From an optimization exercise on the open Yosys and OpenROAD flow, aimed at small area and a short achievable clock period; shortcuts taken in it are not production practice. Where RTL was checked, it was by simulation tests only, not by an equivalence proof against the original. Function not checked in run 1: the RTL went through the layout flow alone. No activity file was given, so power comes from the tool's default toggle rates.

## flow/run.sh

```bash
#!/bin/bash
# Layout flow: the standard ORFS flow (standard.sh, unchanged synthesis,
# floorplan, placement, CTS and routing), with the smallest buffer given to
# buffer_ports for the port buffers; timing repair still resizes them.
cp standard.sh standard_sh.log
export BUFFER_PORTS_ARGS="-buffer_cell sky130_fd_sc_hd__buf_1"
bash standard.sh > standard.log 2>&1
```

## standard.sh

```bash
#!/bin/bash
# synth_recipe.tcl (not shown) runs the flow's synth.tcl, then flattens the netlist and writes it again
# the make line also repeats each setting of config.mk as NAME=value (left out here)
make -C /OpenROAD-flow-scripts/flow DESIGN_CONFIG=/design/flow/config.mk WORK_HOME=/design/flow/orfs CLKGATE_MAP_FILE= SYNTH_SCRIPT=/design/flow/synth_recipe.tcl "${@:-finish}"
```

## config.mk

```make
export PLATFORM = sky130hd
export DESIGN_NAME = packet_router
export DESIGN_NICKNAME = packet_router
export VERILOG_FILES = /design/flow/design.v
export SDC_FILE = /design/flow/constraint.sdc
export NUM_CORES = 4
export LEC_CHECK = 0
export CAP_MARGIN = 20
export CORE_MARGIN = 2
export CORE_UTILIZATION = 60
export CTS_CLUSTER_DIAMETER = 80
export CTS_CLUSTER_SIZE = 25
export SETUP_SLACK_MARGIN = 3.0
export SLEW_MARGIN = 20
export TNS_END_PERCENT = 25
```

## constraint.sdc

```tcl
create_clock -name core_clock -period 5.0 [get_ports {iClk}]
set_input_delay 1.0000 -clock core_clock [delete_from_list [all_inputs] [get_ports {iClk}]]
set_output_delay 1.0000 -clock core_clock [all_outputs]
set_load 0.01 [all_outputs]
```

## design.v

```verilog
`timescale 1ns/1ps
module packet_router #(
  parameter integer PATH_COUNT = 4,
  parameter integer DATA_WIDTH = 64
)(
  input   wire                                  iClk,
  input   wire                                  iRst,
  input   wire                                  iPktValid,
  input   wire  [DATA_WIDTH-1:0]                iPktData,
  output  wire  [DATA_WIDTH-1:0]                oData,
  output  wire  [PATH_COUNT-1:0]                oDataVld,
  input   wire  [PATH_COUNT-1:0] [31:0]         iRegMatchCriteria
);
reg  [3:0]            occ [0:3];  
reg  [1:0]            wp  [0:3];  
reg  [1:0]            rp  [0:3];  
reg  [DATA_WIDTH-1:0] mem [0:15];  
reg  [3:0]            sel;
reg  [DATA_WIDTH-1:0] dataOut;
reg  [3:0]            dataOutVld;
wire [3:0] wr;
genvar q, k;
generate
  for (q = 0; q < 4; q = q + 1) begin : g_wr
    assign wr[q] = iPktValid & (iRegMatchCriteria[q][31:28] == iPktData[DATA_WIDTH-1:DATA_WIDTH-4]);
  end
endgenerate
wire [3:0] ne = {occ[3][0], occ[2][0], occ[1][0], occ[0][0]};
wire [3:0] rd = sel & ne;
wire [15:0] rsel;
generate
  for (q = 0; q < 4; q = q + 1) begin : g_rsel
    for (k = 0; k < 4; k = k + 1) begin : g_k
      assign rsel[4*q+k] = sel[q] & (rp[q] == k);
    end
  end
endgenerate
reg [DATA_WIDTH-1:0] rdata;
integer e;
always @(*) begin
  rdata = {DATA_WIDTH{1'b0}};
  for (e = 0; e < 16; e = e + 1)
    rdata = rdata | ({DATA_WIDTH{rsel[e]}} & mem[e]);
end
wire [3:0] ne_nxt;
wire [3:0] occ_nxt [0:3];
reg  [3:0] wfree;
generate
  for (q = 0; q < 4; q = q + 1) begin : g_q
    assign ne_nxt[q] = wr[q] | occ[q][1] | (occ[q][0] & ~sel[q]);
    assign occ_nxt[q] = (wr[q] & ~rd[q]) ? {occ[q][2:0], 1'b1} :
                        (rd[q] & ~wr[q]) ? {1'b0, occ[q][3:1]} : occ[q];
    always @(posedge iClk) begin
      if (iRst) begin
        occ[q] <= 4'b0000;
        wp[q]  <= 2'd0;
        rp[q]  <= 2'd0;
      end else begin
        occ[q] <= occ_nxt[q];
        if (wr[q]) wp[q] <= wp[q] + 2'd1;
        if (rd[q]) rp[q] <= rp[q] + 2'd1;
      end
    end
    for (k = 0; k < 4; k = k + 1) begin : g_slot
      always @(posedge iClk) begin
        if (wp[q] == k && wfree[q])
          mem[4*q+k] <= iPktData;
      end
    end
  end
endgenerate
wire [3:0] n = ne_nxt;
reg  [3:0] sel_nxt;
integer p, j;
always @(*) begin
  for (j = 0; j < 4; j = j + 1) begin
    sel_nxt[j] = 1'b0;
    for (p = 0; p < 4; p = p + 1) begin
      case ((j - p) & 3)
        1: sel_nxt[j] = sel_nxt[j] | (sel[p] & (n[j] | ~(n[(p+2)&3] | n[(p+3)&3] | n[p])));
        2: sel_nxt[j] = sel_nxt[j] | (sel[p] & n[j] & ~n[(p+1)&3]);
        3: sel_nxt[j] = sel_nxt[j] | (sel[p] & n[j] & ~n[(p+1)&3] & ~n[(p+2)&3]);
        default: sel_nxt[j] = sel_nxt[j] | (sel[p] & n[j] & ~n[(p+1)&3] & ~n[(p+2)&3] & ~n[(p+3)&3]);
      endcase
    end
  end
end
always @(posedge iClk) begin
  if (iRst) begin
    sel        <= 4'b0010;
    wfree      <= 4'b1111;
    dataOutVld <= 4'd0;
  end else begin
    sel        <= sel_nxt;
    wfree      <= ~{occ_nxt[3][3], occ_nxt[2][3], occ_nxt[1][3], occ_nxt[0][3]} | sel_nxt;
    dataOutVld <= rd;
  end
  dataOut <= rdata;
end
assign oData    = dataOut;
assign oDataVld = dataOutVld;
endmodule
```

==> impl_metrics.csv, run 1 <==
group,metric,value,unit
power_and_ir_drop,p_int,13.0,mW
sta,fin_crit,2.30,ns
route,dr.first_iter.drc_count,3996,
worst_setup_path,path_delay_family,"buffers and inverters",
worst_setup_path,ff2ff_setup_slack,2.70,ns
cts,clkTransAtPathRegs,0.10,ns
cts,hold_buffers,0,
placement,hpwl,51500,um
cts,cts_root_buf,"clkbuf_16",
sta,maxSlewViolCount,0,
route,antenna_left,0,
cts,insertion_delay,0.66,ns
synth,syn_inst,2200,
power_and_ir_drop,worst_ir_drop_vdd,291,uV
synth,ys_types,52,
power_and_ir_drop,clkPwrFrac,29.4,%
route,avgViaCountPerCell,7.04,
route,totalWireLength,123000,um
synth,synth.most_common_cell,"edfxtp_1",
power_and_ir_drop,pwr_density_cell,368,mW/mm^2
synth,synthTopCellsByArea,"edfxtp_1 76%, dfxtp_1 5.3%, a22oi_1 3.1%, a222oi_1 2.8%, a22o_1 2.1%",
route,vias,23670,
sta,worst_slew_pin_slew,1.07,ns
sta,fin_worst_skew,0.0175,ns
synth,async_reset_ff_share,0,%
worst_setup_path,worst-path-buf-inv,2,
synth,syn_area,0.0405,sq mm
synth,synthFlopType,"edfxtp_1",
power_and_ir_drop,p_leak,14.8,nW
global_routing,grt_max_degree,49,
route,met3_length,14300,um
sta,slew_headroom,28.7,%
synth,synth_edf_count,1024,
worst_setup_path,worstSetupStartpointType,"flip-flop",
power_and_ir_drop,combPwrFrac,6.2,%
layout,layout-drive-gt1-share,14.6,%
cts,cts_tree,"yes",
die,core_region_area,0.0669,sq mm
die,initial_core_util,60.5,%
worst_setup_path,endpoint,"mem[6][59]",
synth,synth_common_cells,"1024 x edfxtp_1, 167 x a22oi_1, 113 x a222oi_1",
sta,setup_viol,0,
worst_setup_path,cp.required,5.30,ns
synth,synth_top_area_cell,"edfxtp_1",
global_routing,grt_antenna_before_repair,8,
die,fp.dieH,264,um
layout,area_growth,12.3,%
die,die_x,264,um
synth,synth_top_cell_area_share,76.0,%
power_and_ir_drop,switchingPower,3.72,mW
synth,ys_ff_latch,1132,
global_routing,grt_pass1_wl,166000,um
die,num_rows,95,
layout,nNetsFinal,2673,
die,die-area,0.0695,sq mm
global_routing,grt.total_usage,34.4,%
synth,syn_area_per_cell,18.4,sq um
cts,cts-buffers-inserted,52,
cts,htreeDepth,2,
route,wl_met2,57400,um
placement,gp_congestion,0.768,
sta,finalSetupTns,0,ns
worst_setup_path,path_cells,"inv_1 -> ha_1 -> and2_4 -> buf_4",
worst_setup_path,r2r-start,"wp[1][0]",
worst_setup_path,worstReg2RegEnd,"mem[6][59]",
route,dr.pass1.iters,7,
route,wl_per_cell,36.6,um
sta,fin_hold_ws,0.480,ns
global_routing,grt_pass1_vias,21980,
synth,ys_seq_area_share,81.3,%
worst_hold_path,holdCritPathClass,"flip-flop to flip-flop",
worst_hold_path,hold_path_depth,2,
route,highest_layer,"met5",
worst_setup_path,cp_slowest_stage_delay,0.59,ns
cts,clock_path_buffers,3,
run_status,status,"complete, no violations",
worst_setup_path,critical_path_class,"flip-flop to flip-flop",
global_routing,grt.overflow.total,0,
worst_setup_path,startpoint,"wp[1][0]",
worst_setup_path,cp_num_cells,4,
power_and_ir_drop,netSwitchingFraction,22.2,%
power_and_ir_drop,pwr-share-seq,64.4,%
worst_setup_path,worst_setup_path_end_kind,"flip-flop",
worst_setup_path,rr_worst_depth,4,
worst_setup_path,path_max_fanout,23,
synth,ys_warn_count,5,
run,max_cap_viol_count,0,
sta,period_share,46.0,%
worst_setup_path,critPathSlowestCell,"and2_4",
placement,port_buffers,150,
route,wl_met1,47400,um
die,io_pins,263,
route,route.detailed.drc,0,
sta,rsz0062_at_grt,"true",
cts,cts_sinks,1132,
worst_setup_path,arrival,2.60,ns
synth,syn_nets,2435,
sta,hold_viol_final,0,
sta,fmax,0.435,GHz
[timing repair]
action | in CTS | in global routing
endpoints found under the setup margin | 570 | 504
cloned | 38 | 8
resized for setup | 158 | 33
buffers inserted | 66 | 7
pin swaps | 60 | 4
[worst min-delay path by stage]
stage	startpoint	endpoint	slack [ns]
after floorplan	mem[11][60]	dataOut[60]	0.44
after global placement	mem[0][9]	dataOut[9]	0.46
after detailed placement	mem[5][12]	dataOut[12]	0.46
after CTS	mem[5][12]	dataOut[12]	0.49
after global routing	mem[5][42]	dataOut[42]	0.50
final	mem[0][19]	dataOut[19]	0.48
[metrics by stage]
stage	util [%]	cell area [sq um]	total power, mW	setup WS, ns	std cells
detailed placement	62.8	42000	11.9	1.28	3138
floorplan	-	40600	11.4	2.31	2200
CTS	67.6	45200	16.7	2.70	3338
finish	67.9	45400	16.7	2.70	3361
global route	67.9	45400	17.1	2.71	3354
global placement	62.8	42000	11.8	1.38	3138
[cell families (layout without fill, tap and decap cells)]
logic type	count (synthesis)	after routing	synth area share, %
compound gates	568	568	11.6
xor+xnor	21	21	0.454
fa+ha+maj	40	40	1.24
buf+inv	196	435	2.14
flops	1132	1132	81.3
mux	4	4	0.0989
other cells	0	8	0
simple gates	239	280	3.17
[sequential cells by signal, indices dropped and copies added (netlist names)]
signal,count
sel,4
wfree,4
rp,8
occ,16
dataOutVld,4
mem,1024
wp,8
dataOut,64
[power by group through the flow]
stage	registers [mW]	clock network, mW	logic, mW
3_5_place_dp	11.0	0	0.871
3_3_place_gp	11.0	0	0.853
6_report	10.8	4.91	1.04
5_1_grt	10.8	5.22	1.10
4_1_cts	10.8	4.92	1.01
2_1_floorplan	11.0	0	0.409
[tightest hold or removal path, stage by stage, from the launching register on]
cell and delay [ns]:
edfxtp_1 0.33, a22oi_1 0.07, nand4_1 0.07
[layout by cell type (no fill, tap or decap), types with 33 or more instances in the layout]
master,n
edfxtp_1,1024
a22oi_1,167
buf_1,139
a222oi_1,113
a22o_1,99
dfxtp_1,91
nand3_1,84
a221oi_1,79
buf_4,72
inv_1,60
a21oi_1,57
clkbuf_16,53
and2_4,42
nor2_1,38
clkbuf_1,33
[final cells by class]
cell class                      count  area [sq um]
Antenna cell                        8          20.0
Clock buffer                       87          1460
Clock inverter                      9          73.8
Fill cell                        4490         21500
Inverter                           68           255
Multi-Input combinational cell    913          7500
Sequential cell                  1132         33000
Tap cell                          873          1090
Timing Repair Buffer              271          2070
[routing by layer]
| layer | up-vias | track usage, % |
|---|---|---|
| met1 | 12287 | 50.5 |
| met4 | 6 | 9.14 |
| met3 | 223 | 5.91 |
| li1 | 9638 | - |
| met2 | 1516 | 54.2 |
| met5 | - | 0 |
==> run 2, diff against run 1 <==
--- a/design.v
+++ b/design.v
@@ -12,8 +12,8 @@
   input   wire  [PATH_COUNT-1:0] [31:0]         iRegMatchCriteria
 );
 reg  [3:0]            occ [0:3];  
-reg  [1:0]            wp  [0:3];  
-reg  [1:0]            rp  [0:3];  
+reg  [3:0]            wp  [0:3];  
+reg  [3:0]            rp  [0:3];  
 reg  [DATA_WIDTH-1:0] mem [0:15];  
 reg  [3:0]            sel;
 reg  [DATA_WIDTH-1:0] dataOut;
@@ -30,9 +30,7 @@
 wire [15:0] rsel;
 generate
   for (q = 0; q < 4; q = q + 1) begin : g_rsel
-    for (k = 0; k < 4; k = k + 1) begin : g_k
-      assign rsel[4*q+k] = sel[q] & (rp[q] == k);
-    end
+    assign rsel[4*q+3:4*q] = rp[q] & {4{sel[q]}};
   end
 endgenerate
 reg [DATA_WIDTH-1:0] rdata;
@@ -44,26 +42,28 @@
 end
 wire [3:0] ne_nxt;
 wire [3:0] occ_nxt [0:3];
-reg  [3:0] wfree;
+wire [3:0] wp_nxt  [0:3];
+reg  [3:0] wen     [0:3];  
 generate
   for (q = 0; q < 4; q = q + 1) begin : g_q
     assign ne_nxt[q] = wr[q] | occ[q][1] | (occ[q][0] & ~sel[q]);
     assign occ_nxt[q] = (wr[q] & ~rd[q]) ? {occ[q][2:0], 1'b1} :
                         (rd[q] & ~wr[q]) ? {1'b0, occ[q][3:1]} : occ[q];
+    assign wp_nxt[q] = wr[q] ? {wp[q][2:0], wp[q][3]} : wp[q];
     always @(posedge iClk) begin
       if (iRst) begin
         occ[q] <= 4'b0000;
-        wp[q]  <= 2'd0;
-        rp[q]  <= 2'd0;
+        wp[q]  <= 4'b0001;
+        rp[q]  <= 4'b0001;
       end else begin
         occ[q] <= occ_nxt[q];
-        if (wr[q]) wp[q] <= wp[q] + 2'd1;
-        if (rd[q]) rp[q] <= rp[q] + 2'd1;
+        wp[q]  <= wp_nxt[q];
+        if (rd[q]) rp[q] <= {rp[q][2:0], rp[q][3]};
       end
     end
     for (k = 0; k < 4; k = k + 1) begin : g_slot
       always @(posedge iClk) begin
-        if (wp[q] == k && wfree[q])
+        if (wen[q][k])
           mem[4*q+k] <= iPktData;
       end
     end
@@ -85,14 +85,17 @@
     end
   end
 end
+integer r;
 always @(posedge iClk) begin
   if (iRst) begin
     sel        <= 4'b0010;
-    wfree      <= 4'b1111;
+    for (r = 0; r < 4; r = r + 1)
+      wen[r]   <= 4'b0001;
     dataOutVld <= 4'd0;
   end else begin
     sel        <= sel_nxt;
-    wfree      <= ~{occ_nxt[3][3], occ_nxt[2][3], occ_nxt[1][3], occ_nxt[0][3]} | sel_nxt;
+    for (r = 0; r < 4; r = r + 1)
+      wen[r]   <= wp_nxt[r] & {4{~occ_nxt[r][3] | sel_nxt[r]}};
     dataOutVld <= rd;
   end
   dataOut <= rdata;
==> run.sh (new file) <==
#!/bin/bash
# synth_recipe.tcl (not shown) runs the flow's synth.tcl, then flattens the netlist and writes it again
# the make line also repeats each setting of config.mk as NAME=value (left out here)
make -C /OpenROAD-flow-scripts/flow DESIGN_CONFIG=/design/flow/config.mk WORK_HOME=/design/flow/orfs CLKGATE_MAP_FILE= SYNTH_SCRIPT=/design/flow/synth_recipe.tcl finish
--- a/config.mk
+++ b/config.mk
@@ -7,7 +7,7 @@
 export LEC_CHECK = 0
 export CAP_MARGIN = 20
 export CORE_MARGIN = 2
-export CORE_UTILIZATION = 60
+export CORE_UTILIZATION = 70
 export CTS_CLUSTER_DIAMETER = 80
 export CTS_CLUSTER_SIZE = 25
 export SETUP_SLACK_MARGIN = 3.0
removed: flow/run.sh
removed: standard.sh
==> run 2 against run 1 <==
Compared with the run above: still clean on timing, DRC and antenna; global-route usage grew 1.9 points; final cell count fell by 5.8%; combinational power fell by 13%; maximum frequency increased by 6.6%; die area decreased by 14%; setup slack better by 0.14 ns; synthesized cell count down 1.7%; synthesized area is 0.45% higher; sequential share of layout area grew 1.1 points; sequential power is essentially flat; critical path depth is 3 lower; design area up 0.48%.
==> impl_metrics.csv, run 2 <==
group,metric,value,unit
global_routing,grt.total_usage,36.3,%
worst_setup_path,worst-path-buf-inv,1,
synth,synth_top_cell_area_share,75.6,%
die,die_x,245,um
route,totalWireLength,109000,um
die,die-area,0.0600,sq mm
global_routing,grt_pass1_wl,153000,um
placement,port_buffers,150,
placement,dp_slack,0.826,ns
cts,cts_tree,"yes",
cts,cts_root_buf,"clkbuf_16",
cts,cts_sinks,1160,
placement,dp_cells,2989,
sta,fin_worst_skew,0.0281,ns
power_and_ir_drop,p_int,13.2,mW
power_and_ir_drop,clkPwrFrac,28.9,%
worst_setup_path,critical_path_class,"flip-flop to output port",
power_and_ir_drop,pwr-share-seq,65.7,%
layout,reg_top3,"mem: 1024 flops, dataOut: 64 flops",
worst_setup_path,worst_setup_path_end_kind,"output port",
layout,layout_common_cells,"1024 x edfxtp_1, 186 x a22oi_1, 118 x a222oi_1, 85 x buf_4, 81 x a22o_1",
worst_setup_path,arrival,1.16,ns
worst_setup_path,path_max_fanout,1,
worst_setup_path,path_cells,"buf_6",
synth,ys_types,49,
power_and_ir_drop,netSwitchingFraction,20.9,%
sta,period_share,43.2,%
synth,syn_area_per_cell,18.8,sq um
synth,syn_area,0.0407,sq mm
layout,fin_cells,3166,
power_and_ir_drop,switchingPower,3.49,mW
global_routing,grt_antenna_before_repair,8,
power_and_ir_drop,p_leak,14.7,nW
sta,setup_viol,0,
sta,maxSlewViolCount,0,
worst_setup_path,cp_slowest_stage_delay,0.40,ns
synth,synthFlopType,"edfxtp_1",
die,num_rows,88,
synth,ys_ff_latch,1160,
sta,setup_ws,2.84,ns
layout,area_growth,12.3,%
sta,rsz0062_at_grt,"true",
worst_setup_path,cp.required,4.00,ns
synth,synth.most_common_cell,"edfxtp_1",
global_routing,grt.overflow.total,0,
synth,async_reset_ff_share,0,%
cts,cts-buffers-inserted,52,
synth,synth_edf_count,1024,
sta,hold_viol_final,0,
cts,htreeDepth,2,
route,avgViaCountPerCell,7.32,
power_and_ir_drop,worst_ir_drop_vdd,384,uV
placement,hpwl,52500,um
route,route.detailed.drc,0,
die,initial_core_util,70.6,%
worst_setup_path,r2r-start,"sel[3]",
global_routing,grt_pass1_vias,22682,
route,dr.pass1.iters,7,
layout,top_register,"mem",
power_and_ir_drop,pwr_density_cell,366,mW/mm^2
sta,fin_hold_ws,0.480,ns
run,max_cap_viol_count,0,
cts,hold_buffers,0,
power_and_ir_drop,combPwrFrac,5.4,%
route,antenna_left,0,
sta,slew_headroom,24.2,%
cts,clock_path_buffers,3,
worst_setup_path,worstSetupStartpointType,"flip-flop",
die,io_pins,263,
worst_hold_path,worst_hold_startpoint,"mem[7][8]",
synth,syn_inst,2162,
placement,gp_congestion,0.819,
synth,ys_seq_area_share,82.3,%
layout,final_common_cell,"edfxtp_1",
synth,ys_warn_count,6,
sta,fmax,0.463,GHz
synth,synthTopCellsByArea,"edfxtp_1 76%, dfxtp_1 6.7%, a22oi_1 3.4%, a222oi_1 2.9%, a22o_1 1.7%",
worst_setup_path,path_delay_family,"flip-flops",
route,wl_per_cell,34.5,um
die,fp.dieH,245,um
worst_setup_path,ff2ff_setup_slack,2.94,ns
worst_hold_path,holdCritPathClass,"flip-flop to flip-flop",
worst_setup_path,critPathSlowestCell,"dfxtp_4",
layout,final_area,0.0457,sq mm
worst_setup_path,startpoint,"dataOut[21]",
die,core_region_area,0.0576,sq mm
route,dr.first_iter.drc_count,3764,
synth,syn_nets,2365,
synth,synth_common_cells,"1024 x edfxtp_1, 186 x a22oi_1, 136 x dfxtp_1",
global_routing,grt_max_degree,52,
route,vias,23173,
synth,synth_top_area_cell,"edfxtp_1",
run_status,status,"complete, no violations",
sta,worst_slew_pin_slew,1.14,ns
placement,place_area,0.0432,sq mm
sta,finalSetupTns,0,ns
layout,largest_reg_flops,1024,
cts,insertion_delay,0.66,ns
layout,layout-drive-gt1-share,17.6,%
sta,fin_crit,2.16,ns
layout,fill_cells,2990,
cts,clkTransAtPathRegs,0.10,ns
layout,nNetsFinal,2556,
-- run 2: per-stage QoR --
| stage | total power, mW | utilization, % |
|---|---|---|
| floorplan | 11.5 | - |
| global placement | 12.0 | 75.1 |
| detailed placement | 12.0 | 75.1 |
| CTS | 16.7 | 78.5 |
| global route | 17.1 | 79.3 |
| finish | 16.7 | 79.3 |
-- run 2: routing by layer --
metal / GRT usage (%) / share of wire (%)
met1: 50.0 / 35
met2: 58.1 / 48
met3: 7.73 / 13
met4: 13.8 / 3.6
met5: 0 / 0.037
-- run 2: final cells by class --
class / count / area [sq um] / area share, %
Clock buffer: 92 / 1470 / 3.23
Tap cell: 765 / 957 / 2.10
Antenna cell: 6 / 15.0 / 0.0329
Inverter: 12 / 60.1 / 0.132
Clock inverter: 4 / 37.5 / 0.0822
Multi-Input combinational cell: 868 / 7190 / 15.7
Sequential cell: 1160 / 33600 / 73.6
Timing Repair Buffer: 259 / 2310 / 5.06
-- run 2: final timing paths --
check / to / cells after the start
worst max register to register: dataOut[58] / 6
worst min-delay path: dataOut[8] / 2
worst max-delay path: oData[21] / 1
worst min register to register: dataOut[8] / 2
-- run 2: power groups by stage --
stage / registers (mW) / logic [mW] / clock network (mW)
4_1_cts: 11.0 / 0.849 / 4.84
3_5_place_dp: 11.2 / 0.858 / 0
5_1_grt: 11.0 / 0.950 / 5.15
3_3_place_gp: 11.2 / 0.839 / 0
6_report: 11.0 / 0.900 / 4.83
2_1_floorplan: 11.2 / 0.308 / 0
-- run 2: logic make-up (layout without fill, tap and decap cells) --
logic type | count (synthesis) | in the layout | synth area share, %
fa+ha+maj | 8 | 8 | 0.246
flops | 1160 | 1160 | 82.3
simple gates | 225 | 237 | 2.77
xor+xnor | 16 | 16 | 0.345
buf+inv | 146 | 367 | 1.47
mux | 12 | 12 | 0.295
other cells | 0 | 6 | 0
compound gates | 595 | 595 | 12.5
-- run 2: repair_timing --
action                     CTS  global route
cloned                      11             3
buffers inserted            38            23
setup endpoints to repair  184           144
resized for setup          459            61
pin swaps                   41            32
==> run 3, diff against run 2 <==
--- a/config.mk
+++ b/config.mk
@@ -7,7 +7,7 @@
 export LEC_CHECK = 0
 export CAP_MARGIN = 20
 export CORE_MARGIN = 2
-export CORE_UTILIZATION = 70
+export CORE_UTILIZATION = 60
 export CTS_CLUSTER_DIAMETER = 80
 export CTS_CLUSTER_SIZE = 25
 export SETUP_SLACK_MARGIN = 3.0
==> run 3 against run 2 <==
Compared with the run above: synthesized area is the same; clock power is 2% higher; register-to-register slack is essentially flat; combinational power is 0.7% higher; count of clock-buffer cells in the layout grew 3; power is 0.68% higher; critical endpoint is now oData[0]; highest routed layer unchanged.
==> impl_metrics.csv, run 3 <==
group,metric,value,unit
synth,synth_common_cells,"1024 x edfxtp_1, 186 x a22oi_1, 136 x dfxtp_1",
cts,cts_root_buf,"clkbuf_16",
route,antenna_left,0,
synth,synth_edf_count,1024,
synth,synthTopCellsByArea,"edfxtp_1 76%, dfxtp_1 6.7%, a22oi_1 3.4%, a222oi_1 2.9%, a22o_1 1.7%",
die,core_region_area,0.0672,sq mm
worst_hold_path,holdCritPathClass,"flip-flop to flip-flop",
layout,layout_common_cells,"1024 x edfxtp_1, 186 x a22oi_1, 118 x a222oi_1, 81 x a22o_1, 78 x buf_4",
synth,synthFlopType,"edfxtp_1",
power_and_ir_drop,pwr_density_cell,368,mW/mm^2
worst_setup_path,path_max_fanout,1,
route,dr.first_iter.drc_count,3319,
global_routing,grt_antenna_before_repair,4,
worst_setup_path,worstSetupStartpointType,"flip-flop",
route,totalWireLength,112000,um
die,initial_core_util,60.5,%
cts,cts_tree,"yes",
sta,maxSlewViolCount,0,
global_routing,grt_max_degree,64,
placement,dp_cells,3097,
route,vias,22686,
global_routing,met2_usage,52.4,%
global_routing,use_met3,5.10,%
power_and_ir_drop,worst_ir_drop_vdd,334,uV
placement,gp_congestion,0.744,
layout,layout-drive-gt1-share,17.1,%
synth,syn_inst,2162,
cts,insertion_delay,0.66,ns
power_and_ir_drop,p_total,16.8,mW
die,die_x,264,um
route,wl_per_cell,34.4,um
synth,async_reset_ff_share,0,%
sta,fmax,0.464,GHz
synth,syn_area,0.0407,sq mm
synth,synth_top_area_cell,"edfxtp_1",
cts,htreeDepth,2,
global_routing,met1_usage,45.5,%
worst_setup_path,worst_setup_path_end_kind,"output port",
worst_setup_path,critical_path_class,"flip-flop to output port",
cts,cts_sinks,1160,
synth,yosys.area_share.simple,2.77,%
layout,fin_cells,3262,
synth,ys_ff_latch,1160,
layout,top_register,"mem",
worst_setup_path,rr_worst_depth,7,
route,route.detailed.drc,0,
global_routing,grt_pass1_vias,21928,
synth,ys_types,49,
sta,worst_slew_pin_slew,1.13,ns
synth,ys_seq_area_share,82.3,%
layout,nNetsFinal,2547,
synth,syn_area_per_cell,18.8,sq um
sta,finalSetupTns,0,ns
global_routing,grt_pass1_wl,157000,um
sta,fin_worst_skew,0.0299,ns
die,die-area,0.0699,sq mm
worst_setup_path,cp.required,4.00,ns
sta,period_share,43.1,%
synth,synth_top_cell_area_share,75.6,%
worst_setup_path,worst-path-buf-inv,1,
worst_setup_path,path_cells,"buf_6",
worst_setup_path,critPathSlowestCell,"dfxtp_4",
cts,clock_path_buffers,3,
sta,fin_crit,2.16,ns
synth,synth_top_family_by_area,"compound AO/OA/AOI/OAI gates",
worst_hold_path,hold_path_depth,2,
die,fp.dieH,264,um
route,avgViaCountPerCell,6.95,
die,num_rows,95,
worst_setup_path,cp_num_cells,1,
worst_setup_path,path_delay_family,"flip-flops",
layout,area_growth,12.5,%
layout,fill_cells,4396,
layout,largest_reg_flops,1024,
die,io_pins,263,
layout,final_common_cell,"edfxtp_1",
synth,synth.most_common_cell,"edfxtp_1",
synth,synth_compound_area_share,12.5,%
run_status,status,"complete, no violations",
placement,hpwl,52300,um
global_routing,grt.overflow.total,0,
power_and_ir_drop,p_leak,14.7,nW
worst_setup_path,arrival,1.16,ns
placement,port_buffers,150,
global_routing,grt.total_usage,31.8,%
sta,slew_headroom,24.4,%
global_routing,grt_busiest_layer,"met2",
synth,ys_warn_count,6,
synth,synth_fa_ha_area_share,0.246,%
cts,hold_buffers,0,
cts,clkTransAtPathRegs,0.10,ns
layout,reg_top3,"mem: 1024 flops, dataOut: 64 flops",
sta,hold_viol_final,0,
synth,synth.area.mux_share,0.295,%
sta,setup_viol,0,
worst_setup_path,cp_slowest_stage_delay,0.38,ns
sta,rsz0062_at_grt,"true",
synth,synthXorXnorAreaFrac,0.345,%
run,max_cap_viol_count,0,
route,dr.pass1.iters,7,
cts,cts-buffers-inserted,52,
synth,syn_nets,2365,
-- run 3: path summary, 6_finish.rpt --
kind,slack (ns),to,start
worst max-delay path,2.84,oData[0],dataOut[0]
worst min-delay path,0.48,dataOut[0],mem[1][0]
worst max register to register,2.93,wen[1][2],sel[0]
worst min register to register,0.48,dataOut[0],mem[1][0]
-- run 3: cell families after synthesis --
family	after synthesis
AND/OR/NAND/NOR	225
AO/OA/AOI/OAI	595
multiplexers	12
flip-flops	1160
buffers and inverters	146
XOR/XNOR	16
adder cells (fa/ha/maj)	8
-- run 3: power breakdown --
part | switching [mW] | internal (mW)
sequential | 0.170 | 10.8
clock | 2.84 | 2.09
combinational | 0.514 | 0.392
-- run 3: repair_timing --
action,4_1_cts,5_1_grt
setup buffers,41,10
gates cloned,12,3
endpoints found under the setup margin,187,242
gates resized for setup,462,48
pin swaps,47,6
-- run 3: final cells by class --
class	count	area (sq um)	share of cell area, %
antenna	1	2.50	0.00547
clock buffer	95	1530	3.33
clock inverter	3	30.0	0.0657
inverter	12	55.1	0.120
multi-input combinational	870	7130	15.6
sequential	1160	33600	73.5
tap	873	1090	2.39
timing repair buffer	248	2270	4.95
-- run 3: layer usage --
metal / vias up / part of all wire [%]
met5: - / 0.027
met4: 6 / 2.4
met3: 156 / 10
met2: 1297 / 48
met1: 11771 / 39
li1: 9456 / -
-- run 3: through the flow --
| step | setup slack, ns | instance area (sq um) | hold slack (ns) | utilization (%) |
|---|---|---|---|---|
| global route | 2.82 | 45700 | 0.505 | 68.1 |
| floorplan | 2.43 | 40900 | 0.447 | - |
| detailed placement | 0.863 | 43400 | 0.465 | 64.6 |
| finish | 2.84 | 45700 | 0.478 | 68.1 |
| global placement | 0.949 | 43400 | 0.462 | 64.6 |
| CTS | 2.82 | 45400 | 0.480 | 67.7 |
==> run 4, diff against run 3 <==
--- a/config.mk
+++ b/config.mk
@@ -10,6 +10,6 @@
 export CORE_UTILIZATION = 60
 export CTS_CLUSTER_DIAMETER = 80
 export CTS_CLUSTER_SIZE = 25
-export SETUP_SLACK_MARGIN = 3.0
+export SETUP_SLACK_MARGIN = 3.2
 export SLEW_MARGIN = 20
-export TNS_END_PERCENT = 25
+export TNS_END_PERCENT = 40
==> run 4 against run 3 <==
Compared with the run above: critical path type unchanged; combinational power grew 14%; via count grew 3.3%; maximum frequency barely moved; count of clock-buffer cells in the layout unchanged; utilization up 1.8 points; global-route usage grew 1.5 points; clock skew is 0.0058 ns lower; sequential power barely moved; setup slack about the same; die area stayed put.
==> impl_metrics.csv, run 4 <==
group,metric,value,unit
die,num_rows,95,
route,dr.pass1.iters,7,
die,fp.dieH,264,um
cts,cts_sinks,1160,
worst_setup_path,critPathSlowestCell,"dfxtp_4",
layout,layout-drive-gt1-share,20.8,%
worst_setup_path,path_cells,"buf_6",
cts,htreeDepth,2,
route,avgViaCountPerCell,7.05,
worst_setup_path,path_max_fanout,1,
power_and_ir_drop,pwr-share-seq,64.8,%
worst_setup_path,r2r-start,"wen[2][2]",
layout,layout_common_cells,"1024 x edfxtp_1, 186 x a22oi_1, 118 x a222oi_1, 92 x buf_4, 81 x a22o_1",
global_routing,grt.overflow.total,0,
synth,ys_types,49,
worst_setup_path,worstSetupStartpointType,"flip-flop",
route,antenna_left,0,
layout,top_register,"mem",
placement,port_buffers,150,
sta,fin_worst_skew,0.0240,ns
sta,rsz0062_at_grt,"true",
die,die_x,264,um
layout,fill_cells,4231,
synth,async_reset_ff_share,0,%
sta,maxSlewViolCount,0,
power_and_ir_drop,p_int,13.4,mW
cts,insertion_delay,0.65,ns
sta,period_share,43.1,%
route,route.detailed.drc,0,
cts,hold_buffers,0,
global_routing,grt_pass1_wl,163000,um
worst_setup_path,worst-path-buf-inv,1,
synth,syn_area,0.0407,sq mm
synth,synthTopCellsByArea,"edfxtp_1 76%, dfxtp_1 6.7%, a22oi_1 3.4%, a222oi_1 2.9%, a22o_1 1.7%",
worst_setup_path,arrival,1.16,ns
synth,syn_inst,2162,
layout,final_common_cell,"edfxtp_1",
run_status,status,"complete, no violations",
global_routing,grt.total_usage,33.2,%
worst_setup_path,rr_worst_depth,1,
sta,setup_viol,0,
worst_setup_path,ff2ff_setup_slack,3.05,ns
synth,synth_common_cells,"1024 x edfxtp_1, 186 x a22oi_1, 136 x dfxtp_1",
route,vias,23431,
global_routing,grt_pass1_vias,22463,
synth,synth_edf_count,1024,
sta,slew_headroom,36.6,%
power_and_ir_drop,worst_ir_drop_vdd,335,uV
synth,synth.most_common_cell,"edfxtp_1",
global_routing,grt_max_degree,64,
cts,clkTransAtPathRegs,0.10,ns
power_and_ir_drop,clkPwrFrac,29.2,%
route,totalWireLength,119000,um
placement,gp_congestion,0.744,
die,io_pins,263,
worst_setup_path,path_delay_family,"flip-flops",
worst_hold_path,holdCritPathClass,"flip-flop to flip-flop",
layout,nNetsFinal,2609,
power_and_ir_drop,combPwrFrac,6.1,%
power_and_ir_drop,netSwitchingFraction,21.1,%
power_and_ir_drop,switchingPower,3.58,mW
sta,hold_viol_final,0,
power_and_ir_drop,p_leak,15.2,nW
die,core_region_area,0.0672,sq mm
worst_hold_path,hold_path_depth,2,
route,dr.first_iter.drc_count,3552,
synth,synth_top_area_cell,"edfxtp_1",
layout,fin_cells,3325,
global_routing,grt_antenna_before_repair,4,
synth,ys_ff_latch,1160,
worst_setup_path,worst_setup_path_end_kind,"output port",
synth,synthFlopType,"edfxtp_1",
cts,cts-buffers-inserted,52,
worst_setup_path,cp_num_cells,1,
worst_setup_path,worstReg2RegEnd,"mem[10][35]",
die,die-area,0.0699,sq mm
layout,area_growth,15.5,%
sta,worst_slew_pin_slew,0.952,ns
sta,fin_crit,2.16,ns
worst_setup_path,critical_path_class,"flip-flop to output port",
power_and_ir_drop,pwr_density_cell,361,mW/mm^2
cts,cts_tree,"yes",
synth,syn_nets,2365,
worst_setup_path,startpoint,"dataOut[21]",
sta,fmax,0.464,GHz
worst_setup_path,cp.required,4.00,ns
synth,synth_top_cell_area_share,75.6,%
route,wl_per_cell,35.9,um
layout,reg_top3,"mem: 1024 flops, dataOut: 64 flops",
placement,dp_cells,3097,
placement,hpwl,52300,um
cts,clock_path_buffers,3,
synth,syn_area_per_cell,18.8,sq um
sta,finalSetupTns,0,ns
die,initial_core_util,60.5,%
run,max_cap_viol_count,0,
cts,cts_root_buf,"clkbuf_16",
layout,largest_reg_flops,1024,
synth,ys_seq_area_share,82.3,%
worst_setup_path,cp_slowest_stage_delay,0.40,ns
synth,ys_warn_count,6,
worst_setup_path,endpoint,"oData[21]",
[run 4: cell families (layout without fill, tap and decap cells)]
logic type	Yosys count	count (layout)	synth area share, %
other	0	2	0
DFF	1160	1160	82.3
buffers and inverters	146	418	1.47
adders and majority gates	8	8	0.246
and+or+nand+nor	225	241	2.77
muxes	12	12	0.295
xor gates and xnor gates	16	16	0.345
AOI/OAI and AO/OA	595	595	12.5
[run 4: cell type report]
| type | instances | area (sq um) | area share [%] |
|---|---|---|---|
| Antenna cell | 2 | 5.00 | 0.0107 |
| Clock buffer | 95 | 1530 | 3.25 |
| Multi-Input combinational cell | 872 | 7350 | 15.6 |
| Clock inverter | 3 | 30.0 | 0.0639 |
| Tap cell | 873 | 1090 | 2.33 |
| Timing Repair Buffer | 308 | 3260 | 6.94 |
| Sequential cell | 1160 | 33700 | 71.6 |
| Inverter | 12 | 58.8 | 0.125 |
[run 4: worst min path at each step]
stage | startpoint | endpoint
floorplan | mem[14][21] | dataOut[21]
global placement | mem[14][21] | dataOut[21]
detailed placement | mem[7][26] | dataOut[26]
CTS | mem[1][0] | dataOut[0]
global route | mem[7][11] | dataOut[11]
finish | mem[1][0] | dataOut[0]
[run 4: power groups by stage]
| stage | clock (mW) | sequential (mW) | combinational (mW) |
|---|---|---|---|
| finish | 4.94 | 11.0 | 1.03 |
| global route | 5.29 | 11.0 | 1.09 |
| CTS | 4.97 | 11.0 | 0.972 |
| detailed placement | 0 | 11.2 | 0.859 |
| global placement | 0 | 11.2 | 0.845 |
| floorplan | 0 | 11.2 | 0.308 |
[run 4: through the flow]
stage          setup WS, ns  instance area [sq um]  total power [mW]  hold WS, ns  utilization [%]
2_1_floorplan          2.43                  40900              11.5        0.447                -
3_3_place_gp          0.949                  43400              12.0        0.462             64.6
3_5_place_dp          0.863                  43400              12.1        0.465             64.6
4_1_cts                2.82                  46400              16.9        0.480             69.1
5_1_grt                2.82                  47000              17.4        0.505             69.9
6_report               2.84                  47000              17.0        0.476             69.9
[run 4: layer usage]
layer	routed length, um	up-vias	GRT usage, %	share of wire (%)
li1	-	9575	-	-
met1	44900	12188	47.5	38
met2	57400	1486	54.0	48
met3	13700	178	5.89	12
met4	3150	4	8.29	2.6
met5	24	-	0	0.020
[run 4: timing repair]
action                                  CTS  global route
setup buffers                            81            25
pin swaps                                77            32
resized for setup                       574            48
endpoints found under the setup margin  626           473
endpoints found under the hold margin     0             0
gates cloned                             18             4
==> run 5, diff against run 4 <==
==> flow/run.sh (new file) <==
#!/bin/bash
# Layout flow: the standard ORFS flow (standard.sh, unchanged synthesis,
# floorplan, placement, CTS and routing), with the smallest buffer given to
# buffer_ports for the port buffers; timing repair still resizes them.
cp standard.sh standard_sh.log
export BUFFER_PORTS_ARGS="-buffer_cell sky130_fd_sc_hd__buf_1"
bash standard.sh > standard.log 2>&1
==> standard.sh (new file) <==
#!/bin/bash
# synth_recipe.tcl (not shown) runs the flow's synth.tcl, then flattens the netlist and writes it again
# the make line also repeats each setting of config.mk as NAME=value (left out here)
make -C /OpenROAD-flow-scripts/flow DESIGN_CONFIG=/design/flow/config.mk WORK_HOME=/design/flow/orfs CLKGATE_MAP_FILE= SYNTH_SCRIPT=/design/flow/synth_recipe.tcl "${@:-finish}"
--- a/config.mk
+++ b/config.mk
@@ -10,6 +10,6 @@
 export CORE_UTILIZATION = 60
 export CTS_CLUSTER_DIAMETER = 80
 export CTS_CLUSTER_SIZE = 25
-export SETUP_SLACK_MARGIN = 3.2
+export SETUP_SLACK_MARGIN = 2.9
 export SLEW_MARGIN = 20
-export TNS_END_PERCENT = 40
+export TNS_END_PERCENT = 25
removed: run.sh
==> run 5 against run 4 <==
Compared with the run above: sequential share of layout area rose by 3.3 points; final cell count fell by 2.9%; largest power group unchanged; wire length fell by 7.9%; power fell by 1.5%; still clean on timing, DRC and antenna.
==> impl_metrics.csv, run 5 <==
group,metric,value,unit
route,dr.pass1.iters,9,
synth,synth_edf_count,1024,
die,num_rows,95,
cts,hold_buffers,0,
worst_setup_path,path_delay_family,"flip-flops",
global_routing,grt_antenna_before_repair,7,
worst_setup_path,cp.required,4.00,ns
sta,rsz0062_at_grt,"true",
synth,synth_compound_area_share,12.5,%
synth,synth_top_cell_area_share,75.6,%
sta,period_share,43.3,%
worst_setup_path,worst-path-buf-inv,1,
worst_setup_path,arrival,1.17,ns
synth,syn_nets,2365,
synth,syn_inst,2162,
synth,synth.most_common_cell,"edfxtp_1",
die,die-area,0.0699,sq mm
synth,async_reset_ff_share,0,%
synth,synthXorXnorAreaFrac,0.345,%
layout,largest_reg_flops,1024,
sta,fmax,0.461,GHz
die,fp.dieH,264,um
sta,worst_slew_pin_slew,1.07,ns
cts,cts_sinks,1160,
global_routing,grt.total_usage,31.2,%
sta,slew_headroom,28.5,%
sta,fin_crit,2.17,ns
route,vias,22416,
die,die_x,264,um
synth,ys_seq_area_share,82.3,%
route,totalWireLength,110000,um
sta,maxSlewViolCount,0,
global_routing,grt_pass1_wl,154000,um
layout,layout_common_cells,"1024 x edfxtp_1, 186 x a22oi_1, 125 x buf_1, 118 x a222oi_1, 88 x dfxtp_1",
cts,cts_root_buf,"clkbuf_16",
synth,ys_ff_latch,1160,
route,wl_per_cell,34.0,um
worst_setup_path,critical_path_class,"flip-flop to output port",
worst_setup_path,cp_slowest_stage_delay,0.37,ns
layout,layout-drive-gt1-share,12.4,%
synth,synth_fa_ha_area_share,0.246,%
synth,synthTopCellsByArea,"edfxtp_1 76%, dfxtp_1 6.7%, a22oi_1 3.4%, a222oi_1 2.9%, a22o_1 1.7%",
synth,synth.area.mux_share,0.295,%
sta,fin_worst_skew,0.0317,ns
synth,ys_warn_count,6,
worst_setup_path,path_max_fanout,1,
layout,reg_top3,"mem: 1024 flops, dataOut: 64 flops",
worst_hold_path,holdCritPathClass,"flip-flop to flip-flop",
die,io_pins,263,
worst_setup_path,worst_setup_path_end_kind,"output port",
power_and_ir_drop,pwr_density_cell,373,mW/mm^2
synth,synth_top_area_cell,"edfxtp_1",
layout,top_register,"mem",
cts,clkTransAtPathRegs,0.10,ns
synth,synthFlopType,"edfxtp_1",
global_routing,grt_pass1_vias,21586,
synth,synth_common_cells,"1024 x edfxtp_1, 186 x a22oi_1, 136 x dfxtp_1",
sta,hold_viol_final,0,
global_routing,grt_max_degree,56,
synth,syn_area_per_cell,18.8,sq um
route,antenna_left,0,
synth,yosys.area_share.simple,2.77,%
die,initial_core_util,60.5,%
route,route.detailed.drc,0,
sta,finalSetupTns,0,ns
sta,setup_viol,0,
global_routing,grt.overflow.total,0,
run,max_cap_viol_count,0,
cts,clock_path_buffers,3,
layout,n_antenna_cell,0,
run_status,status,"complete, no violations",
power_and_ir_drop,p_leak,14.1,nW
worst_setup_path,path_cells,"buf_1",
layout,nNetsFinal,2517,
placement,port_buffers,150,
route,dr.first_iter.drc_count,3182,
power_and_ir_drop,p_total,16.7,mW
route,avgViaCountPerCell,6.94,
synth,synth_top_family_by_area,"compound AO/OA/AOI/OAI gates",
power_and_ir_drop,worst_ir_drop_vdd,357,uV
cts,cts_tree,"yes",
cts,cts-buffers-inserted,52,
die,core_region_area,0.0672,sq mm
layout,fill_cells,4442,
placement,gp_congestion,0.739,
cts,htreeDepth,2,
placement,hpwl,52200,um
layout,final_common_cell,"edfxtp_1",
synth,syn_area,0.0407,sq mm
layout,area_growth,10.2,%
worst_setup_path,critPathSlowestCell,"dfxtp_1",
worst_setup_path,worstSetupStartpointType,"flip-flop",
cts,insertion_delay,0.65,ns
synth,ys_types,49,
[run 5: changes by cell type in the layout (fill, tap and decap cells not counted), moves of 9 or more]
cell             previous run  this run
buf_6                      76        26
dfxtp_4                    36        25
dfxtp_1                    62        88
buf_2                      34         0
dfxtp_2                    38        23
clkdlybuf4s50_1            60         0
a21oi_2                    12         3
buf_1                       0       125
buf_4                      92        56
buf_12                     31        10
a21oi_1                    29        39
[run 5: cell families after synthesis]
group,Yosys count
compound gates,595
xor+xnor,16
buf+inv,146
fa+ha+maj,8
flops,1160
simple gates,225
mux,12
[run 5: worst paths after layout]
check	endpoint	cells past startpoint	slack (ns)	startpoint
setup / recovery	oData[58]	1	2.83	dataOut[58]
hold / removal	dataOut[4]	2	0.48	mem[5][4]
setup reg to reg	dataOut[48]	6	2.85	rp[1][1]
hold reg to reg	dataOut[4]	2	0.48	mem[5][4]
[run 5: metal layers]
metal / vias to the layer above / part of all wire, % / GRT usage, %
li1: 9374 / - / -
met4: 10 / 2.2 / 7.11
met2: 1118 / 49 / 52.0
met5: - / 0.053 / 0
met1: 11760 / 39 / 44.0
met3: 154 / 9.3 / 4.86
[run 5: cell type report]
| cell class | count | area [sq um] | share of cell area (%) |
|---|---|---|---|
| clock inverter | 2 | 32.5 | 0.0726 |
| sequential | 1160 | 33600 | 75.0 |
| tap | 873 | 1090 | 2.44 |
| inverter | 12 | 57.6 | 0.128 |
| multi-input combinational | 863 | 7020 | 15.7 |
| timing repair buffer | 225 | 1510 | 3.36 |
| clock buffer | 95 | 1510 | 3.36 |
[run 5: through the flow]
stage	setup WS [ns]	std cells	hold WS [ns]	util [%]	cell area, sq um
final	2.83	3230	0.483	66.7	44800
after global routing	2.80	3230	0.516	66.7	44800
after CTS	2.75	3222	0.486	66.2	44500
after detailed placement	1.27	3094	0.466	63.1	42400
after global placement	1.41	3094	0.465	63.1	42400
after floorplan	2.43	2162	0.447	-	40800
[run 5: where the power goes]
group | switching (mW) | total (mW) | internal [mW]
combinational | 0.500 | 0.804 | 0.304
clock | 2.84 | 4.90 | 2.07
sequential | 0.163 | 11.0 | 10.8
total | 3.50 | 16.7 | 13.2
[run 5: timing repair]
item | 4_1_cts | 5_1_grt
cloned | 9 | 0
gates resized for setup | 84 | 99
pin swaps | 17 | 13
endpoints found under the hold margin | 0 | 0
setup buffers | 22 | 8
setup endpoints to repair | 184 | 117
==> run 6, diff against run 5 <==
--- a/config.mk
+++ b/config.mk
@@ -10,6 +10,6 @@
 export CORE_UTILIZATION = 60
 export CTS_CLUSTER_DIAMETER = 80
 export CTS_CLUSTER_SIZE = 25
-export SETUP_SLACK_MARGIN = 2.9
+export SETUP_SLACK_MARGIN = 3.0
 export SLEW_MARGIN = 20
 export TNS_END_PERCENT = 25
==> run 6 against run 5 <==
Compared with the run above: largest power group unchanged; highest routed layer unchanged; sequential power hardly changed; utilization grew 0.59 points; flip-flop and latch count unchanged; global-route usage grew 1.0 points; maximum frequency up 0.64%; largest cell class unchanged; register-to-register slack better by 0.07 ns; via count up 1.6%; count of clock-buffer cells in the layout is the same; design area grew 0.89%; combinational power increased by 2%.
==> impl_metrics.csv, run 6 <==
group,metric,value,unit
synth,ys_ff_latch,1160,
route,route.detailed.drc,0,
cts,cts_sinks,1160,
worst_setup_path,rr_worst_depth,8,
worst_hold_path,hold_path_depth,2,
synth,syn_area,0.0407,sq mm
sta,fin_crit,2.15,ns
route,avgViaCountPerCell,6.98,
synth,synth.most_common_cell,"edfxtp_1",
placement,hpwl,52600,um
worst_setup_path,worst_setup_path_end_kind,"output port",
synth,synth_top_area_cell,"edfxtp_1",
sta,rsz0062_at_grt,"true",
die,die_x,264,um
synth,synth_top_cell_area_share,75.6,%
synth,ys_warn_count,6,
synth,ys_seq_area_share,82.3,%
global_routing,grt_antenna_before_repair,6,
global_routing,grt_pass1_wl,157000,um
layout,final_common_cell,"edfxtp_1",
run_status,status,"complete, no violations",
cts,clock_path_buffers,3,
sta,setup_viol,0,
worst_setup_path,worstSetupStartpointType,"flip-flop",
worst_setup_path,ff2ff_setup_slack,2.92,ns
global_routing,grt_pass1_vias,21596,
synth,synthFlopType,"edfxtp_1",
synth,async_reset_ff_share,0,%
synth,synthTopCellsByArea,"edfxtp_1 76%, dfxtp_1 6.7%, a22oi_1 3.4%, a222oi_1 2.9%, a22o_1 1.7%",
run,max_cap_viol_count,0,
synth,syn_area_per_cell,18.8,sq um
die,io_pins,263,
sta,fin_worst_skew,0.0347,ns
power_and_ir_drop,netSwitchingFraction,21.0,%
die,die-area,0.0699,sq mm
sta,worst_slew_pin_slew,1.19,ns
layout,final_area,0.0452,sq mm
power_and_ir_drop,combPwrFrac,4.9,%
synth,syn_inst,2162,
worst_setup_path,r2r-start,"sel[1]",
worst_setup_path,path_max_fanout,1,
cts,cts_tree,"yes",
power_and_ir_drop,p_leak,14.3,nW
route,dr.pass1.iters,6,
power_and_ir_drop,worst_ir_drop_vdd,372,uV
worst_hold_path,worst_hold_startpoint,"mem[7][9]",
layout,reg_top3,"mem: 1024 flops, dataOut: 64 flops",
power_and_ir_drop,switchingPower,3.54,mW
die,initial_core_util,60.5,%
layout,layout_common_cells,"1024 x edfxtp_1, 186 x a22oi_1, 118 x a222oi_1, 113 x buf_1, 82 x dfxtp_1",
cts,insertion_delay,0.66,ns
global_routing,grt.total_usage,32.2,%
die,num_rows,95,
sta,maxSlewViolCount,0,
worst_setup_path,critical_path_class,"flip-flop to output port",
worst_setup_path,critPathSlowestCell,"dfxtp_4",
worst_hold_path,hold_end,"dataOut[9]",
route,dr.first_iter.drc_count,3640,
placement,place_area,0.0425,sq mm
power_and_ir_drop,p_int,13.3,mW
cts,clkTransAtPathRegs,0.10,ns
cts,cts-buffers-inserted,53,
power_and_ir_drop,clkPwrFrac,30.0,%
die,fp.dieH,264,um
global_routing,grt_max_degree,58,
route,antenna_left,0,
worst_setup_path,arrival,1.15,ns
layout,top_register,"mem",
die,core_region_area,0.0672,sq mm
synth,synth_edf_count,1024,
worst_hold_path,holdCritPathClass,"flip-flop to flip-flop",
sta,period_share,43.1,%
global_routing,grt.overflow.total,0,
worst_setup_path,worstReg2RegEnd,"wen[3][1]",
worst_setup_path,path_cells,"buf_6",
placement,gp_congestion,0.777,
sta,fmax,0.464,GHz
power_and_ir_drop,pwr_density_cell,373,mW/mm^2
worst_setup_path,worst-path-buf-inv,1,
placement,port_buffers,150,
layout,layout-drive-gt1-share,15.1,%
synth,syn_nets,2365,
route,totalWireLength,113000,um
worst_setup_path,cp_slowest_stage_delay,0.37,ns
cts,htreeDepth,2,
worst_setup_path,path_delay_family,"flip-flops",
route,wl_per_cell,34.5,um
synth,ys_types,49,
sta,finalSetupTns,0,ns
layout,area_growth,11.2,%
route,vias,22771,
sta,hold_viol_final,0,
sta,slew_headroom,20.7,%
layout,largest_reg_flops,1024,
worst_setup_path,cp.required,4.00,ns
power_and_ir_drop,pwr-share-seq,65.1,%
synth,synth_common_cells,"1024 x edfxtp_1, 186 x a22oi_1, 136 x dfxtp_1",
layout,nNetsFinal,2545,
cts,cts_root_buf,"clkbuf_16",
[run 6: cell type report]
class | instances | area [sq um]
Multi-Input combinational cell | 869 | 7140
Clock buffer | 95 | 1560
Fill cell | 4461 | 21900
Clock inverter | 5 | 73.8
Sequential cell | 1160 | 33600
Tap cell | 873 | 1090
Timing Repair Buffer | 246 | 1680
Inverter | 12 | 55.1
Antenna cell | 2 | 5.00
[run 6: repair_timing]
action / in CTS / in global routing
setup endpoints to repair: 183 / 121
hold buffers: 0 / 0
cloned: 16 / 0
setup buffers: 32 / 14
resized for setup: 132 / 58
pin swaps: 31 / 20
[run 6: worst max-delay path by stage]
| stage | to | cells after the start | from |
|---|---|---|---|
| finish | oData[0] | 1 | dataOut[0] |
| global route | wen[3][1] | 12 | iPktData[63] |
| detailed placement | wen[3][2] | 10 | iPktData[61] |
| CTS | oData[0] | 1 | dataOut[0] |
| global placement | wen[3][1] | 10 | iPktData[61] |
| floorplan | wen[2][0] | 10 | iPktData[63] |
[run 6: kinds of logic after synthesis]
| group | Yosys count | share of synthesized area (%) |
|---|---|---|
| muxes | 12 | 0.295 |
| and+or+nand+nor | 225 | 2.77 |
| adders and majority gates | 8 | 0.246 |
| buffers and inverters | 146 | 1.47 |
| AOI/OAI and AO/OA | 595 | 12.5 |
| xor gates and xnor gates | 16 | 0.345 |
| DFF | 1160 | 82.3 |
[run 6: metrics by stage]
| step | setup slack [ns] | total power, mW | util (%) | hold WS [ns] | cells |
|---|---|---|---|---|---|
| 2_1_floorplan | 2.43 | 11.5 | - | 0.447 | 2162 |
| 3_3_place_gp | 1.55 | 11.9 | 63.2 | 0.465 | 3098 |
| 3_5_place_dp | 1.50 | 11.9 | 63.2 | 0.468 | 3098 |
| 4_1_cts | 2.83 | 16.9 | 66.9 | 0.490 | 3246 |
| 5_1_grt | 2.79 | 17.3 | 67.3 | 0.513 | 3260 |
| 6_report | 2.85 | 16.9 | 67.3 | 0.486 | 3262 |
[run 6: tightest hold or removal path, delay by kind of cell (launching register included)]
family | cells | cell delay, ns
compound gates | 1 | 0.06
flops | 1 | 0.33
simple gates | 1 | 0.08
[run 6: power groups by stage]
| stage | logic [mW] | clock network [mW] | registers, mW |
|---|---|---|---|
| 3_3_place_gp | 0.696 | 0 | 11.2 |
| 4_1_cts | 0.787 | 5.11 | 11.0 |
| 3_5_place_dp | 0.711 | 0 | 11.2 |
| 5_1_grt | 0.885 | 5.44 | 11.0 |
| 6_report | 0.824 | 5.06 | 11.0 |
| 2_1_floorplan | 0.308 | 0 | 11.2 |
[run 6: per-layer routing]
| layer | track usage, % | wire (um) |
|---|---|---|
| met1 | 45.7 | 43100 |
| met2 | 51.2 | 53600 |
| met3 | 6.98 | 12700 |
| met4 | 8.58 | 3040 |
| met5 | 0.485 | 87 |
==> run 7, diff against run 6 <==
--- a/config.mk
+++ b/config.mk
@@ -8,8 +8,8 @@
 export CAP_MARGIN = 20
 export CORE_MARGIN = 2
 export CORE_UTILIZATION = 60
-export CTS_CLUSTER_DIAMETER = 80
-export CTS_CLUSTER_SIZE = 25
+export CTS_CLUSTER_DIAMETER = 100
+export CTS_CLUSTER_SIZE = 30
 export SETUP_SLACK_MARGIN = 3.0
 export SLEW_MARGIN = 20
 export TNS_END_PERCENT = 25
==> run 7 against run 6 <==
Compared with the run above: still clean; worst hold slack improved by 0.0015 ns; clock skew decreased by 0.013 ns; flip-flop and latch count unchanged; largest power group unchanged; synthesized cell count unchanged; wire length decreased by 0.43%; critical path type unchanged.
==> impl_metrics.csv, run 7 <==
group,metric,value,unit
worst_setup_path,r2r-start,"sel[1]",
synth,ys_warn_count,6,
synth,synth_top_cell_area_share,75.6,%
synth,synthTopCellsByArea,"edfxtp_1 76%, dfxtp_1 6.7%, a22oi_1 3.4%, a222oi_1 2.9%, a22o_1 1.7%",
sta,period_share,42.5,%
synth,synthFlopType,"edfxtp_1",
worst_setup_path,arrival,1.13,ns
worst_setup_path,path_cells,"buf_6",
die,io_pins,263,
layout,largest_reg_flops,1024,
worst_setup_path,cp.required,4.00,ns
cts,clock_path_buffers,3,
die,die_x,264,um
sta,fin_crit,2.13,ns
cts,cts-buffers-inserted,44,
worst_setup_path,worstReg2RegEnd,"wen[3][2]",
layout,nNetsFinal,2534,
worst_hold_path,hold_end,"dataOut[52]",
global_routing,grt.total_usage,32.1,%
synth,async_reset_ff_share,0,%
die,num_rows,95,
cts,cts_sinks,1160,
layout,layout_common_cells,"1024 x edfxtp_1, 186 x a22oi_1, 118 x a222oi_1, 108 x buf_1, 81 x a22o_1",
route,dr.first_iter.drc_count,3624,
global_routing,grt_max_degree,58,
worst_setup_path,critical_path_class,"flip-flop to output port",
worst_setup_path,worst-path-buf-inv,1,
worst_setup_path,cp_slowest_stage_delay,0.39,ns
route,totalWireLength,112000,um
worst_hold_path,worst_hold_startpoint,"mem[9][52]",
cts,cts_tree,"yes",
global_routing,grt_pass1_vias,21488,
synth,syn_nets,2365,
route,route.detailed.drc,0,
route,wl_per_cell,34.6,um
synth,syn_inst,2162,
route,dr.pass1.iters,6,
synth,synth_common_cells,"1024 x edfxtp_1, 186 x a22oi_1, 136 x dfxtp_1",
route,avgViaCountPerCell,6.99,
sta,rsz0062_at_grt,"true",
die,core_region_area,0.0672,sq mm
power_and_ir_drop,p_leak,14.2,nW
sta,slew_headroom,21.2,%
placement,hpwl,52600,um
layout,area_growth,10.5,%
sta,setup_viol,0,
cts,htreeDepth,2,
cts,cts_root_buf,"clkbuf_16",
die,die-area,0.0699,sq mm
power_and_ir_drop,pwr_density_cell,363,mW/mm^2
worst_setup_path,rr_worst_depth,8,
worst_setup_path,path_delay_family,"flip-flops",
layout,reg_top3,"mem: 1024 flops, dataOut: 64 flops",
synth,syn_area_per_cell,18.8,sq um
worst_hold_path,holdCritPathClass,"flip-flop to flip-flop",
route,antenna_left,0,
synth,synth_edf_count,1024,
placement,place_area,0.0425,sq mm
sta,worst_slew_pin_slew,1.18,ns
synth,syn_area,0.0407,sq mm
global_routing,grt_pass1_wl,156000,um
synth,ys_ff_latch,1160,
run_status,status,"complete, no violations",
sta,finalSetupTns,0,ns
synth,synth.most_common_cell,"edfxtp_1",
synth,ys_seq_area_share,82.3,%
layout,final_common_cell,"edfxtp_1",
route,vias,22648,
layout,top_register,"mem",
sta,fmax,0.470,GHz
worst_hold_path,hold_path_depth,2,
sta,fin_worst_skew,0.0219,ns
sta,maxSlewViolCount,0,
worst_setup_path,path_max_fanout,1,
cts,insertion_delay,0.62,ns
run,max_cap_viol_count,0,
layout,layout-drive-gt1-share,15.0,%
placement,port_buffers,150,
die,fp.dieH,264,um
power_and_ir_drop,worst_ir_drop_vdd,320,uV
synth,synth_top_area_cell,"edfxtp_1",
placement,gp_congestion,0.777,
worst_setup_path,worst_setup_path_end_kind,"output port",
worst_setup_path,critPathSlowestCell,"dfxtp_4",
synth,ys_types,49,
global_routing,grt.overflow.total,0,
layout,final_area,0.0449,sq mm
worst_setup_path,worstSetupStartpointType,"flip-flop",
worst_setup_path,ff2ff_setup_slack,2.95,ns
sta,hold_viol_final,0,
die,initial_core_util,60.5,%
cts,clkTransAtPathRegs,0.11,ns
global_routing,grt_antenna_before_repair,6,
-- run 7: cell count changes in the layout (fill, tap and decap cells not counted), sizes merged --
cell and change:
buf -1, bufbuf -1, bufinv -1, clkbuf -18, clkinv +1, clkinvlp -1, diode -1, inv -2
-- run 7: worst max-delay path by stage --
| stage | start | to | slack (ns) | depth (start not counted) |
|---|---|---|---|---|
| final | dataOut[21] | oData[21] | 2.87 | 1 |
| after detailed placement | iPktData[61] | wen[3][2] | 1.50 | 10 |
| after global routing | iPktData[60] | occ[1][2] | 2.79 | 12 |
| after global placement | iPktData[61] | wen[3][1] | 1.55 | 10 |
| after floorplan | iPktData[63] | wen[2][0] | 2.43 | 10 |
| after CTS | dataOut[53] | oData[53] | 2.85 | 1 |
-- run 7: through the flow --
stage	std cells	power (mW)	utilization [%]	hold slack, ns	setup WS (ns)
after floorplan	2162	11.5	-	0.447	2.43
after global placement	3098	11.9	63.2	0.465	1.55
after detailed placement	3098	11.9	63.2	0.468	1.50
after CTS	3228	16.3	66.4	0.490	2.85
after global routing	3237	16.7	66.9	0.518	2.79
final	3238	16.3	66.9	0.488	2.87
-- run 7: power by group --
group	internal [mW]	switching, mW
Combinational	0.328	0.511
Sequential	10.8	0.167
Clock	1.73	2.72
Total	12.9	3.40
-- run 7: cell type report --
type	instances	area, sq um
clock inverter	2	12.5
tap	873	1090
multi-input combinational	869	7170
antenna	1	2.50
inverter	12	55.1
fill	4500	22200
sequential	1160	33600
clock buffer	77	1250
timing repair buffer	244	1720
-- run 7: timing repair --
action / in CTS / in global routing
gates resized for setup: 142 / 78
pin swaps: 34 / 19
hold buffers: 0 / 0
gates cloned: 16 / 0
endpoints found under the hold margin: 0 / 0
setup buffers: 35 / 9
setup endpoints to repair: 225 / 158
-- run 7: cells by family after synthesis --
family | Yosys count | synth area share, %
AO/OA/AOI/OAI | 595 | 12.5
XOR/XNOR | 16 | 0.345
multiplexers | 12 | 0.295
flip-flops | 1160 | 82.3
AND/OR/NAND/NOR | 225 | 2.77
adder cells (fa/ha/maj) | 8 | 0.246
buffers and inverters | 146 | 1.47
-- run 7: per-layer routing --
| metal | global-route usage (%) | vias up | wire length [um] |
|---|---|---|---|
| met2 | 51.0 | 1390 | 52900 |
| met5 | 0 | - | 44 |
| met4 | 8.22 | 8 | 3030 |
| met1 | 46.2 | 11675 | 43200 |
| met3 | 6.45 | 163 | 12900 |
| li1 | - | 9412 | - |

separate check: timing with driven ports:
In the flow no input, the clock included, has a driving cell. The finished layouts below were timed again as built, in two steps. Step 1, drivers: a clkbuf_16 drives iClk and a buf_2 each remaining input, both assumed. Step 2 also shifts input and output timing later by t, the mid clock arrival at the registers, as if the neighbouring blocks saw the same clock. Slacks: ideal / step 1 / step 2; pairs: ideal / step 1.
| run | shift t [ns] | setup slack, ns | worst setup path after step 2 |
|---|---|---|---|
| run 1 | 0.716 | 2.699 / 2.668 / 2.144 | input to register |
| run 2 | 0.704 | 2.841 / 2.776 / 2.222 | input to register |
| run 3 | 0.709 | 2.844 / 2.777 / 2.210 | input to register |
| run 4 | 0.706 | 2.844 / 2.778 / 2.234 | input to register |
| run 5 | 0.700 | 2.833 / 2.768 / 2.181 | input to register |
| run 6 | 0.712 | 2.847 / 2.781 / 2.188 | input to register |
| run 7 | 0.676 | 2.873 / 2.809 / 2.225 | input to register |
After both steps setup and hold are still met in every run listed. The setup slack of run 6, which loses most, moves by -0.066 ns with the drivers and by -0.659 ns with both steps.
